This is an optimization exercise on Yosys and OpenROAD, whose aim is small area, not a production implementation. Function was checked by simulation only, so behaviour that the tests miss may differ from the original. The clock port is modelled as an ideal driver; clocking choices that lean on that would not hold on a real chip. No activity file was given, so power comes from the tool's default toggle rates.

## v38
==> flow/design.v <==
module lcd_controller(iclk, irst_n, tens, units, lcd_data, lcd_rs, lcd_en);
input iclk, irst_n;
input [3:0] tens, units;
output [7:0] lcd_data;
output lcd_rs;
output reg lcd_en;
reg [12:0] s;
reg [5:0] k;
reg [8:0] rom;
wire first = (k == 6'd25);
wire done  = (k == 6'd63);
wire last  = (s[11:0] == 12'h5ca);
wire flip  = last & s[12] | first & (s == 13'h0ca7);
wire fb    = s[4] ^ s[5] ^ s[6] ^ s[12] ^ flip;
always @(posedge iclk or negedge irst_n)
	if (!irst_n) begin
		s <= 13'h05ca;
		k <= 6'd24;
		lcd_en <= 1'b0;
	end else begin
		s <= {s[11:0], fb};
		if (last & ~done) k <= k + 6'd1;
		lcd_en <= (lcd_en | (s == 13'h0e56) & ~done) & ~(s == 13'h0efe);
	end
always @*
	case (k)
	6'd24: rom = 9'h000;
	6'd25: rom = 9'h038;
	6'd26: rom = 9'h00c;
	6'd27: rom = 9'h001;
	6'd28: rom = 9'h006;
	6'd29: rom = 9'h080;
	6'd30: rom = 9'h143;
	6'd31: rom = 9'h14c;
	6'd32: rom = 9'h14b;
	6'd33: rom = 9'h120;
	6'd34: rom = 9'h153;
	6'd35: rom = 9'h145;
	6'd36: rom = 9'h154;
	6'd37: rom = 9'h13a;
	6'd38: rom = {5'h13, tens};
	6'd39: rom = {5'h13, units};
	6'd40: rom = 9'h120;
	6'd41: rom = 9'h120;
	6'd42: rom = 9'h120;
	6'd43: rom = 9'h120;
	6'd44: rom = 9'h120;
	6'd45: rom = 9'h120;
	6'd46: rom = 9'h0c0;
	6'd47: rom = 9'h120;
	6'd48: rom = 9'h120;
	6'd49: rom = 9'h120;
	6'd50: rom = 9'h120;
	6'd51: rom = 9'h120;
	6'd52: rom = 9'h120;
	6'd53: rom = 9'h120;
	6'd54: rom = 9'h120;
	6'd55: rom = 9'h120;
	6'd56: rom = 9'h120;
	6'd57: rom = 9'h120;
	6'd58: rom = 9'h120;
	6'd59: rom = 9'h120;
	6'd60: rom = 9'h120;
	6'd61: rom = 9'h120;
	6'd62: rom = 9'h120;
	6'd63: rom = 9'h120;
	default: rom = 9'h120;
	endcase
assign lcd_data = rom[7:0];
assign lcd_rs = rom[8];
endmodule
module HW21(btn,CLK,rst_n,sw,
	lcd_on,lcd_data,lcd_rs,lcd_rw,lcd_en);
input  CLK;
input  rst_n;
input [3:0] btn;
input [3:0]sw;
output [7:0] lcd_data;
output lcd_on,lcd_rs,lcd_rw,lcd_en;
wire rst = rst_n & btn[0] & btn[1] & btn[2] & btn[3];
assign lcd_on = 1'b1;
assign lcd_rw = 1'b0;
reg [14:0] q;
wire qz = ~|q[13:0];
wire tick = qz & ~q[14];
always @(posedge CLK or negedge rst_n)
	if (!rst_n) q <= 15'h0102;
	else        q <= {q[13:0], q[14] ^ q[13] ^ qz};
reg [3:0] u, t, h;
reg flag;
wire E  = tick & btn[3];
wire S  = E & ~flag & ~(btn[0] & btn[1]);    
wire dn = btn[0];                             
wire top  = h[3] & h[1] & t[1] & u[1] & u[0];    
wire uz = ~(u[3] | u[2] | u[1] | u[0]);
wire tz = ~(t[3] | t[2] | t[1] | t[0]);
wire hz = ~(h[3] | h[2] | h[1] | h[0]);
wire zero = uz & tz & hz;                        
function [3:0] tog(input [3:0] v, input d);
  tog = d ? {~v[0] & ~v[1] & ~v[2],
             ~v[0] & ~v[1] & (v[2] | v[3]),
             ~v[0] & (v[3] | v[2] | v[1]),
             1'b1}
          : {v[0] & (v[3] | v[2] & v[1]),
             v[1] & v[0],
             v[0] & ~v[3],
             1'b1};
endfunction
wire cu = dn ? uz : (u[3] & u[0]);      
wire ct = cu & (dn ? tz : (t[3] & t[0]));
wire [3:0] hT = {h[2:0] ^ {3{dn}}, 1'b1};
wire [3:0] htog = {&hT[3:0], &hT[2:0], &hT[1:0], 1'b1};
wire clr  = tick & ~btn[3] | S & ~dn & top;    
wire setw = S & dn & zero;                     
wire [3:0] un = u ^ ({4{S}} & tog(u, dn));
wire [3:0] tn = t ^ ({4{S & cu}} & tog(t, dn));
wire [3:0] hn = h ^ ({4{S & ct}} & htog);
always @(posedge CLK or negedge rst_n)
	if (!rst_n) begin
		u <= 0; t <= 0; h <= 0; flag <= 0;
	end else begin
		u <= clr ? 4'd0 : setw ? 4'd3  : un;
		t <= clr ? 4'd0 : setw ? 4'd2  : tn;
		h <= clr ? 4'd0 : setw ? 4'd10 : hn;
		if (E) flag <= ~(btn[0] & btn[1] & (btn[2] | ~flag));
	end
lcd_controller u0_lcd (
	.iclk(CLK), .irst_n(rst), .tens(t), .units(u),
	.lcd_data(lcd_data), .lcd_rs(lcd_rs), .lcd_en(lcd_en));
endmodule
clock: 10.0 ns
lec_check: 0
cap_margin: 20
core_margin: 2
core_utilization: 65
gpl_timing_driven: 0
slew_margin: 20
standard.sh (not shown) runs the stock make flow with config.mk's settings and CLKGATE_MAP_FILE= SYNTH_SCRIPT=/design/flow/synth_recipe.tcl, a recipe that flattens the netlist after the stock synthesis.
==> flow/flow/run.sh <==
#!/bin/bash
# Own layout flow: the standard synthesis; its combinational logic mapped again
# by ABC for area, the best of a few scripts (registers untouched: the same
# instances, names and cells); then the standard ORFS flow with buf_1 port
# buffers and, in place of its CTS step, a few clock buffers each driving a
# group of neighbouring registers (flow/cts.tcl).  Each tool's output goes to
# a log_*.txt file here.
set -euo pipefail
W=$(pwd)
F=$W/flow
PLAT=${FLOW_PLATFORM:-sky130hd}
LIB=$FLOW_HOME/platforms/$PLAT/lib/sky130_fd_sc_hd__tt_025C_1v80.lib
R=$W/orfs/results/$PLAT/HW21/base
YOSYS=${YOSYS_EXE:-$(command -v yosys || echo $FLOW_HOME/../tools/install/yosys/bin/yosys)}

# 1. standard synthesis
bash standard.sh synth > $W/log_1_synth.txt 2>&1
cp $R/1_2_yosys.v $W/std_1_2_yosys.v

# 2. area remapping of the combinational cells
DU=""
for c in $(grep -o 'sky130_fd_sc_hd__\(lpflow_[a-z0-9_]*\|probec\?_p_8\)' $LIB | sort -u); do DU="$DU -dont_use $c"; done
# Several ABC scripts run side by side (flow/a*.abc); the smallest result is kept.
best=""; best_area=""
for sc in $F/a*.abc; do
  n=$(basename $sc .abc)
  cat > $W/resyn_$n.ys <<YS
read_liberty -ignore_miss_func $LIB
read_verilog $W/std_1_2_yosys.v
hierarchy -top $FLOW_TOP
setattr -mod -set blackbox 1 sky130_fd_sc_hd__df*
flatten
delete t:\$scopeinfo
opt_clean
stat -liberty $LIB
abc -liberty $LIB $DU -script $sc
opt_clean -purge
read_liberty -lib -overwrite -ignore_miss_func $LIB
hilomap -singleton -hicell sky130_fd_sc_hd__conb_1 HI -locell sky130_fd_sc_hd__conb_1 LO
splitnets
opt_clean -purge
insbuf -buf sky130_fd_sc_hd__buf_1 A X
check -assert
tee -o $W/resyn_$n.area stat -liberty $LIB
select $FLOW_TOP
write_verilog -selected -noattr -noexpr -nohex -nodec $W/resyn_$n.v
YS
  ( $YOSYS -s $W/resyn_$n.ys > $W/log_2_resyn_$n.txt 2>&1 || true ) &
  while (( $(jobs -rp | wc -l) >= 4 )); do sleep 1; done
done
wait
for sc in $F/a*.abc; do
  n=$(basename $sc .abc)
  [[ -s $W/resyn_$n.v ]] || continue
  a=$(grep "Chip area" $W/resyn_$n.area | awk '{print $NF}')
  echo "$n $a" >> $W/log_2_resyn_areas.txt
  if [[ -z "$best" ]] || python3 -c "import sys; sys.exit(0 if $a < $best_area else 1)"; then best=$n; best_area=$a; fi
done
echo "kept $best ($best_area)" >> $W/log_2_resyn_areas.txt
cp $W/resyn_$best.v $W/resyn.v
python3 $F/splitrst.py $W/resyn.v > $W/log_2c_splitrst.txt 2>&1
cp $W/resyn.v $R/1_2_yosys.v
bash standard.sh do-1_synth > $W/log_3_synth_odb.txt 2>&1

# 3. placement, standard
export BUFFER_PORTS_ARGS="-buffer_cell sky130_fd_sc_hd__buf_1"
bash standard.sh place > $W/log_4_place.txt 2>&1

# 4. clock tree (flow/cts.tcl) in place of the standard CTS step
RESULTS=$R LIB=$LIB PLAT=$PLAT CLKBUF=${CLKBUF:-sky130_fd_sc_hd__clkbuf_8} NCLK=${NCLK:-3} \
  openroad -no_init -exit $F/cts.tcl > $W/log_5_cts.txt 2>&1

# 5. routing and the rest of the standard flow
bash standard.sh finish > $W/log_6_finish.txt 2>&1
==> flow/flow/a1.abc <==
strash
&get -n
&deepsyn -T 120 -S 1
&put
strash
&get -n
&st
&dch -f
&nf -R 1000
&put
==> flow/flow/a2.abc <==
strash
&get -n
&deepsyn -T 120 -S 2
&put
strash
&get -n
&st
&nf -R 1000
&put
==> flow/flow/a3.abc <==
strash
&get -n
&deepsyn -T 120 -S 3
&put
strash
&get -n
&st
&dch -f
&nf -R 1000
&put
==> flow/flow/a4.abc <==
strash
&get -n
&deepsyn -T 120 -S 4
&put
strash
&get -n
&st
&nf -R 1000
&put
==> flow/flow/a5.abc <==
strash
&get -n
&deepsyn -T 120 -S 5
&put
strash
&get -n
&st
&dch -f
&nf -R 1000
&put
==> flow/flow/a6.abc <==
strash
&get -n
&deepsyn -T 120 -S 6
&put
strash
&get -n
&st
&nf -R 1000
&put
==> flow/flow/a7.abc <==
strash
&get -n
&deepsyn -T 90 -S 2
&put
strash
&get -n
&st
&nf -R 1000
&put
strash
&get -n
&deepsyn -T 90 -S 5
&put
strash
&get -n
&st
&nf -R 1000
&put
==> flow/flow/a8.abc <==
strash
&get -n
&deepsyn -T 120 -S 2
&put
strash
&get -n
&st
&nf -R 1000 -a
&put
==> flow/flow/splitrst.py <==
# Gate cloning on the reset net: the gate that drives the most asynchronous
# set/reset pins of registers is duplicated, and the copy drives half of them,
# so that no buffer is needed on that net.
import re, sys
p = sys.argv[1]
s = open(p).read()
inst_re = re.compile(r'  (sky130_fd_sc_hd__\w+) (\\\S+ |\S+) \((.*?)\);\n', re.S)
pin_re = re.compile(r'\.(\w+)\(([^()]*)\)')
insts = [(m.group(0), m.group(1), m.group(2), m.group(3)) for m in inst_re.finditer(s)]
loads = {}
for text, cell, name, body in insts:
    for pin, net in pin_re.findall(body):
        if pin in ('RESET_B', 'SET_B'):
            loads.setdefault(net.strip(), []).append((text, pin))
drivers = {}
for text, cell, name, body in insts:
    for pin, net in pin_re.findall(body):
        if pin in ('X', 'Y') and 'df' not in cell:
            drivers[net.strip()] = (text, cell, name, body)
best = max((n for n in loads if n in drivers), key=lambda n: len(loads[n]), default=None)
if best is None or len(loads[best]) < 12:
    print('nothing to split'); sys.exit(0)
text, cell, name, body = drivers[best]
newnet = 'rst_clone_net'
outpin = 'Y' if re.search(r'\.Y\(', body) else 'X'
newbody = re.sub(r'\.%s\([^()]*\)' % outpin, '.%s(%s)' % (outpin, newnet), body)
clone = '  %s rst_clone (%s);\n' % (cell, newbody)
s = s.replace(text, text + clone)
moved = loads[best][len(loads[best]) // 2:]
for ltext, pin in moved:
    nt = re.sub(r'\.%s\([^()]*\)' % pin, '.%s(%s)' % (pin, newnet), ltext)
    s = s.replace(ltext, nt)
s = s.replace('\n  wire ', '\n  wire %s;\n  wire ' % newnet, 1)
open(p, 'w').write(s)
print('cloned %s (%s) driving %s: %d of %d set/reset pins moved' % (name.strip(), cell, best, len(moved), len(loads[best])))
Other scripts of this flow, unchanged in this note and not shown: flow/flow/cts.tcl
The following lists how v56 was set up differently from v38:
Settings: GPL_TIMING_DRIVEN removed (was 0); CORE_UTILIZATION changed from 65 to 40.
diff --git a/flow/flow/run.sh b/flow/flow/run.sh
--- a/flow/flow/run.sh
+++ b/flow/flow/run.sh
@@ -49 +48,0 @@
-  while (( $(jobs -rp | wc -l) >= 4 )); do sleep 1; done
@@ -61 +59,0 @@
-python3 $F/splitrst.py $W/resyn.v > $W/log_2c_splitrst.txt 2>&1
==> flow/flow/a1.abc <==
strash
&get -n
&deepsyn -T 90 -S 1
&put
strash
&get -n
&st
&dch -f
&nf -R 1000
&put
==> flow/flow/a2.abc <==
strash
&get -n
&deepsyn -T 90 -S 2
&put
strash
&get -n
&st
&nf -R 1000
&put
==> flow/flow/a3.abc <==
strash
&get -n
&deepsyn -T 90 -S 3
&put
strash
&get -n
&st
&dch -f
&nf -R 1000
&put
strash
&get -n
&st
&dch -f
&nf -R 1000
&put
==> flow/flow/a4.abc <==
strash
dc2
&get -n
&st
&dch -f
&nf -R 1000
&put
strash
&get -n
&st
&dch -f
&nf -R 1000
&put
removed: flow/flow/a5.abc
removed: flow/flow/a6.abc
removed: flow/flow/a7.abc
removed: flow/flow/a8.abc
removed: flow/flow/splitrst.py
Notes after the runs:
As of v56, detailed-placement wirelength estimate had fallen by a few percent compared to v38.
In the metrics for v38 and v56, the one carrying the higher register-to-register slack is v56.
There was hardly any difference in synthesized area between v38 and v56.
Between v38 and v56, the difference in portion of total power attributed to the clock network is negligible.
In the route summary, v56 ends up with a via count below that of v38.
From v38 to v56 the numbers moved as follows: detailed-route vias per instance lower; relative area change from synthesis to final layout moved up; mean area per synthesized cell closely matched the old numbers.
Compared with v38, in v56 instance area after placement +43 sq um, number of cells on the worst reg-to-reg path ~0 delta.
In the flow results for v38 and v56, the die area is larger on v56.
Changes in v3 relative to v56:
Settings: changing CORE_UTILIZATION from 40 to 65; setting GPL_TIMING_DRIVEN to 0 for the first time.
diff --git a/flow/flow/run.sh b/flow/flow/run.sh
--- a/flow/flow/run.sh
+++ b/flow/flow/run.sh
@@ -48,0 +49 @@
+  while (( $(jobs -rp | wc -l) >= 4 )); do sleep 1; done
==> flow/flow/a1.abc <==
strash
&get -n
&deepsyn -T 120 -S 1
&put
strash
&get -n
&st
&dch -f
&nf -R 1000
&put
==> flow/flow/a2.abc <==
strash
&get -n
&deepsyn -T 120 -S 2
&put
strash
&get -n
&st
&nf -R 1000
&put
==> flow/flow/a3.abc <==
strash
&get -n
&deepsyn -T 120 -S 3
&put
strash
&get -n
&st
&dch -f
&nf -R 1000
&put
==> flow/flow/a4.abc <==
strash
&get -n
&deepsyn -T 120 -S 4
&put
strash
&get -n
&st
&nf -R 1000
&put
==> flow/flow/a5.abc (new file) <==
strash
&get -n
&deepsyn -T 120 -S 5
&put
strash
&get -n
&st
&dch -f
&nf -R 1000
&put
==> flow/flow/a6.abc (new file) <==
strash
&get -n
&deepsyn -T 120 -S 6
&put
strash
&get -n
&st
&nf -R 1000
&put
==> flow/flow/a7.abc (new file) <==
strash
&get -n
&deepsyn -T 90 -S 2
&put
strash
&get -n
&st
&nf -R 1000
&put
strash
&get -n
&deepsyn -T 90 -S 5
&put
strash
&get -n
&st
&nf -R 1000
&put
==> flow/flow/a8.abc (new file) <==
strash
&get -n
&deepsyn -T 120 -S 2
&put
strash
&get -n
&st
&nf -R 1000 -a
&put
Notes after the runs:
Diff v56 -> v3: setup slack at placement went down by 17 ps, clock period minus final worst setup slack went up by 51 ps.
Relative to v56, power attributed to the clock group has decreased by about 2% in v3.
v56 -> v3: total power decreased slightly
In v3 the final standard cell area without fillers turned out 33 sq um lower than in v56.
Changes observed in v3 relative to v56: fmax shows a reduction of about 1.1%; wire length of the first global-routing pass now sits at about the same level; standard cell core area decreased 40%; met3 track demand over resource in global routing up 0.24 points.
Sort v56 and v3 by filler cell count in the final layout desc -> top: v56

* * *

RTL: the design.v shown in full above, as it stands there.
clock: 10.0 ns
lec_check: 0
cap_margin: 20
core_margin: 2
core_utilization: 40
slew_margin: 20
==> flow/flow/run.sh <==
#!/bin/bash
# Own layout flow: the standard synthesis, then its combinational logic mapped
# again by ABC for area (registers untouched: same instances, names and cells),
# then the standard ORFS flow with buf_1 port buffers and, in place of its
# CTS step, a single clock buffer driving every register (flow/cts.tcl).  Each tool's output goes to a log_*.txt here.
set -euo pipefail
W=$(pwd)
F=$W/flow
PLAT=${FLOW_PLATFORM:-sky130hd}
LIB=$FLOW_HOME/platforms/$PLAT/lib/sky130_fd_sc_hd__tt_025C_1v80.lib
R=$W/orfs/results/$PLAT/HW21/base
YOSYS=${YOSYS_EXE:-$(command -v yosys || echo $FLOW_HOME/../tools/install/yosys/bin/yosys)}

# 1. standard synthesis
bash standard.sh synth > $W/log_1_synth.txt 2>&1
cp $R/1_2_yosys.v $W/std_1_2_yosys.v

# 2. area remapping of the combinational cells
DU=""
for c in $(grep -o 'sky130_fd_sc_hd__\(lpflow_[a-z0-9_]*\|probec\?_p_8\)' $LIB | sort -u); do DU="$DU -dont_use $c"; done
cat > $W/resyn.ys <<YS
read_liberty -ignore_miss_func $LIB
read_verilog $W/std_1_2_yosys.v
hierarchy -top $FLOW_TOP
setattr -mod -set blackbox 1 sky130_fd_sc_hd__df*
flatten
delete t:\$scopeinfo
opt_clean
stat -liberty $LIB
abc -liberty $LIB $DU -script $F/area.abc
opt_clean -purge
read_liberty -lib -overwrite -ignore_miss_func $LIB
hilomap -singleton -hicell sky130_fd_sc_hd__conb_1 HI -locell sky130_fd_sc_hd__conb_1 LO
splitnets
opt_clean -purge
insbuf -buf sky130_fd_sc_hd__buf_1 A X
check -assert
stat -liberty $LIB
select $FLOW_TOP
write_verilog -selected -noattr -noexpr -nohex -nodec $W/resyn.v
YS
$YOSYS -s $W/resyn.ys > $W/log_2_resyn.txt 2>&1
cp $W/resyn.v $R/1_2_yosys.v
bash standard.sh do-1_synth > $W/log_3_synth_odb.txt 2>&1

# 3. placement, standard
export BUFFER_PORTS_ARGS="-buffer_cell sky130_fd_sc_hd__buf_1"
bash standard.sh place > $W/log_4_place.txt 2>&1

# 4. clock tree: one buffer (flow/cts.tcl) in place of the standard CTS
RESULTS=$R LIB=$LIB PLAT=$PLAT CLKBUF=${CLKBUF:-sky130_fd_sc_hd__clkbuf_8} NCLK=${NCLK:-3} \
  openroad -no_init -exit $F/cts.tcl > $W/log_5_cts.txt 2>&1

# 5. routing and the rest of the standard flow
bash standard.sh finish > $W/log_6_finish.txt 2>&1
==> flow/flow/cts.tcl <==
# Clock tree: the registers are split into NCLK groups of neighbours
# (k-means on their positions, at most ceil(n / NCLK) in a group) and one clock buffer, placed at the centre of its
# group, drives each group straight from the clock port.  Reads 3_place.odb,
# writes 4_1_cts.odb and 4_cts.sdc in place of the standard CTS step.
set R $::env(RESULTS)
read_db $R/3_place.odb
read_liberty $::env(LIB)
read_sdc $R/3_place.sdc
source $::env(FLOW_HOME)/platforms/$::env(PLAT)/setRC.tcl

set block [ord::get_db_block]
set dbu [$block getDbUnitsPerMicron]
set ngroups $::env(NCLK)
set sinks {}
foreach it [[$block findNet CLK] getITerms] {
  set inst [$it getInst]
  set bb [$inst getBBox]
  set x [expr {([$bb xMin] + [$bb xMax]) / 2.0 / $dbu}]
  set y [expr {([$bb yMin] + [$bb yMax]) / 2.0 / $dbu}]
  lappend sinks [list $x $y "[$inst getName]/[[$it getMTerm] getName]"]
}
set sinks [lsort -real -index 0 $sinks]
set n [llength $sinks]
puts "clock sinks: $n, groups: $ngroups"
# k-means on the sink positions, started from equal-count strips by x
set centres {}
for {set g 0} {$g < $ngroups} {incr g} {
  set s [lindex $sinks [expr {(2 * $g + 1) * $n / (2 * $ngroups)}]]
  lappend centres [list [lindex $s 0] [lindex $s 1]]
}
set cap [expr {($n + $ngroups - 1) / $ngroups}]
for {set iter 0} {$iter < 30} {incr iter} {
  # balanced assignment: closest (sink, centre) pairs first, at most cap per group
  set pairs {}
  for {set i 0} {$i < $n} {incr i} {
    set s [lindex $sinks $i]
    for {set g 0} {$g < $ngroups} {incr g} {
      set c [lindex $centres $g]
      lappend pairs [list [expr {abs([lindex $s 0] - [lindex $c 0]) + abs([lindex $s 1] - [lindex $c 1])}] $i $g]
    }
  }
  set pairs [lsort -real -index 0 $pairs]
  array unset owner
  set count {}
  for {set g 0} {$g < $ngroups} {incr g} { lappend count 0 }
  foreach p $pairs {
    lassign $p d i g
    if {[info exists owner($i)] || [lindex $count $g] >= $cap} { continue }
    set owner($i) $g
    lset count $g [expr {[lindex $count $g] + 1}]
  }
  set groups {}
  for {set g 0} {$g < $ngroups} {incr g} { lappend groups {} }
  for {set i 0} {$i < $n} {incr i} {
    set g $owner($i)
    lset groups $g [concat [lindex $groups $g] [list [lindex $sinks $i]]]
  }
  set centres {}
  foreach grp $groups {
    set sx 0.0; set sy 0.0
    foreach s $grp { set sx [expr {$sx + [lindex $s 0]}]; set sy [expr {$sy + [lindex $s 1]}] }
    set m [expr {max(1, [llength $grp])}]
    lappend centres [list [expr {$sx / $m}] [expr {$sy / $m}]]
  }
}
for {set g 0} {$g < $ngroups} {incr g} {
  set grp [lindex $groups $g]
  if {[llength $grp] == 0} { continue }
  set pins {}
  foreach s $grp { lappend pins [get_pins [lindex $s 2]] }
  set loc [lindex $centres $g]
  insert_buffer -buffer_cell $::env(CLKBUF) -net CLK -load_pins $pins -location $loc \
    -buffer_name clkbuf_leaf_$g -net_name clknet_leaf_$g
  puts "group $g: [llength $grp] sinks, buffer at $loc"
}
foreach it [[$block findNet CLK] getITerms] {
  set net [[[$it getInst] findITerm X] getNet]
  $net setSigType CLOCK
  puts "clock buffer [[$it getInst] getName] drives [llength [$net getITerms]] pins"
}
detailed_placement
check_placement -verbose
set_propagated_clock [all_clocks]
estimate_parasitics -placement
report_clock_skew
report_checks -path_delay min_max
report_check_types -max_slew -max_capacitance -violators
write_db $R/4_1_cts.odb
write_sdc -no_timestamp $R/4_cts.sdc
file copy -force $R/4_1_cts.odb $R/4_cts.odb
Other scripts of this flow, unchanged in this note and not shown: flow/flow/area.abc
The first run completed with no timing, DRC or antenna violations.
==> next run, changes <==
--- a/flow/flow/run.sh
+++ b/flow/flow/run.sh
@@ -51 +51 @@
-RESULTS=$R LIB=$LIB PLAT=$PLAT CLKBUF=${CLKBUF:-sky130_fd_sc_hd__clkbuf_8} NCLK=${NCLK:-3} \
+RESULTS=$R LIB=$LIB PLAT=$PLAT CLKBUF=sky130_fd_sc_hd__clkbuf_16 NCLK=2 \
--- a/flow/flow/cts.tcl
+++ b/flow/flow/cts.tcl
@@ -2 +2 @@
-# (k-means on their positions, at most ceil(n / NCLK) in a group) and one clock buffer, placed at the centre of its
+# (k-means on their positions) and one clock buffer, placed at the centre of its
@@ -31 +30,0 @@
-set cap [expr {($n + $ngroups - 1) / $ngroups}]
@@ -33,4 +32,4 @@
-  # balanced assignment: closest (sink, centre) pairs first, at most cap per group
-  set pairs {}
-  for {set i 0} {$i < $n} {incr i} {
-    set s [lindex $sinks $i]
+  set groups {}
+  for {set g 0} {$g < $ngroups} {incr g} { lappend groups {} }
+  foreach s $sinks {
+    set best 0; set bd 1e18
@@ -39 +38,2 @@
-      lappend pairs [list [expr {abs([lindex $s 0] - [lindex $c 0]) + abs([lindex $s 1] - [lindex $c 1])}] $i $g]
+      set d [expr {abs([lindex $s 0] - [lindex $c 0]) + abs([lindex $s 1] - [lindex $c 1])}]
+      if {$d < $bd} { set bd $d; set best $g }
@@ -41,16 +41 @@
-  }
-  set pairs [lsort -real -index 0 $pairs]
-  array unset owner
-  set count {}
-  for {set g 0} {$g < $ngroups} {incr g} { lappend count 0 }
-  foreach p $pairs {
-    lassign $p d i g
-    if {[info exists owner($i)] || [lindex $count $g] >= $cap} { continue }
-    set owner($i) $g
-    lset count $g [expr {[lindex $count $g] + 1}]
-  }
-  set groups {}
-  for {set g 0} {$g < $ngroups} {incr g} { lappend groups {} }
-  for {set i 0} {$i < $n} {incr i} {
-    set g $owner($i)
-    lset groups $g [concat [lindex $groups $g] [list [lindex $sinks $i]]]
+    lset groups $best [concat [lindex $groups $best] [list $s]]
After rerunning:
- power is higher by 2.2%
- fmax came out higher by 0.34%
- global-route usage goes down by 0.25 points
- cell count went down by 0.30%
==> next run, changes <==
--- a/flow/flow/run.sh
+++ b/flow/flow/run.sh
@@ -51 +51 @@
-RESULTS=$R LIB=$LIB PLAT=$PLAT CLKBUF=sky130_fd_sc_hd__clkbuf_16 NCLK=2 \
+RESULTS=$R LIB=$LIB PLAT=$PLAT CLKBUF=${CLKBUF:-sky130_fd_sc_hd__clkbuf_8} NCLK=${NCLK:-3} \
=> Wire length is lower by 0.53%. Synthesized area is unchanged. Cell area is lower by 0.35%. Non-clock buffer count stays the same.
==> next run, changes <==
--- a/flow/flow/run.sh
+++ b/flow/flow/run.sh
@@ -51 +51 @@
-RESULTS=$R LIB=$LIB PLAT=$PLAT CLKBUF=${CLKBUF:-sky130_fd_sc_hd__clkbuf_8} NCLK=${NCLK:-3} \
+RESULTS=$R LIB=$LIB PLAT=$PLAT CLKBUF=sky130_fd_sc_hd__clkbuf_8 NCLK=4 \
Effect: Sequential power barely changes. Clock-buffer cell count increases by 1. Design area increases by 0.56%.

==> what the ideal ports hide <==
Ports are ideal in the flow. The routed layouts listed here were re-timed in OpenROAD.
Step 1 assumes that a clkbuf_16 drives the clock port and a buf_2 every other input.
Step 2, shift: input delay + t, output delay - t, t = (earliest + latest rising clock arrival at the registers) / 2. This alone moves slack from input paths to output paths.
a / b / c = ideal / step 1 / step 2; a / b = the first two.
run | t (ns) | setup slack, ns | slew at the worst register clock pin (ns) | pins driven straight from the clock port
v38 | 0.195 | 5.446 / 5.468 / 5.273 | 0.11 / 0.11 | 3
v56 | 0.200 | 5.418 / 5.431 / 5.231 | 0.11 / 0.11 | 3
v3 | 0.190 | 5.366 / 5.381 / 5.192 | 0.10 / 0.10 | 3
the first run of note 2 | 0.209 | 5.657 / 5.605 / 5.805 | 0.11 / 0.11 | 3
the second run of note 2 | 0.200 | 5.672 / 5.625 / 5.802 | 0.10 / 0.10 | 2
the third run of note 2 | 0.192 | 5.626 / 5.581 / 5.773 | 0.12 / 0.12 | 3
the fourth run of note 2 | 0.191 | 5.706 / 5.651 / 5.772 | 0.09 / 0.09 | 4
After both steps setup and hold are still met in every run listed. For v56, which loses most, drivers alone change the setup slack by +0.013 ns; drivers and shift together by -0.187 ns.
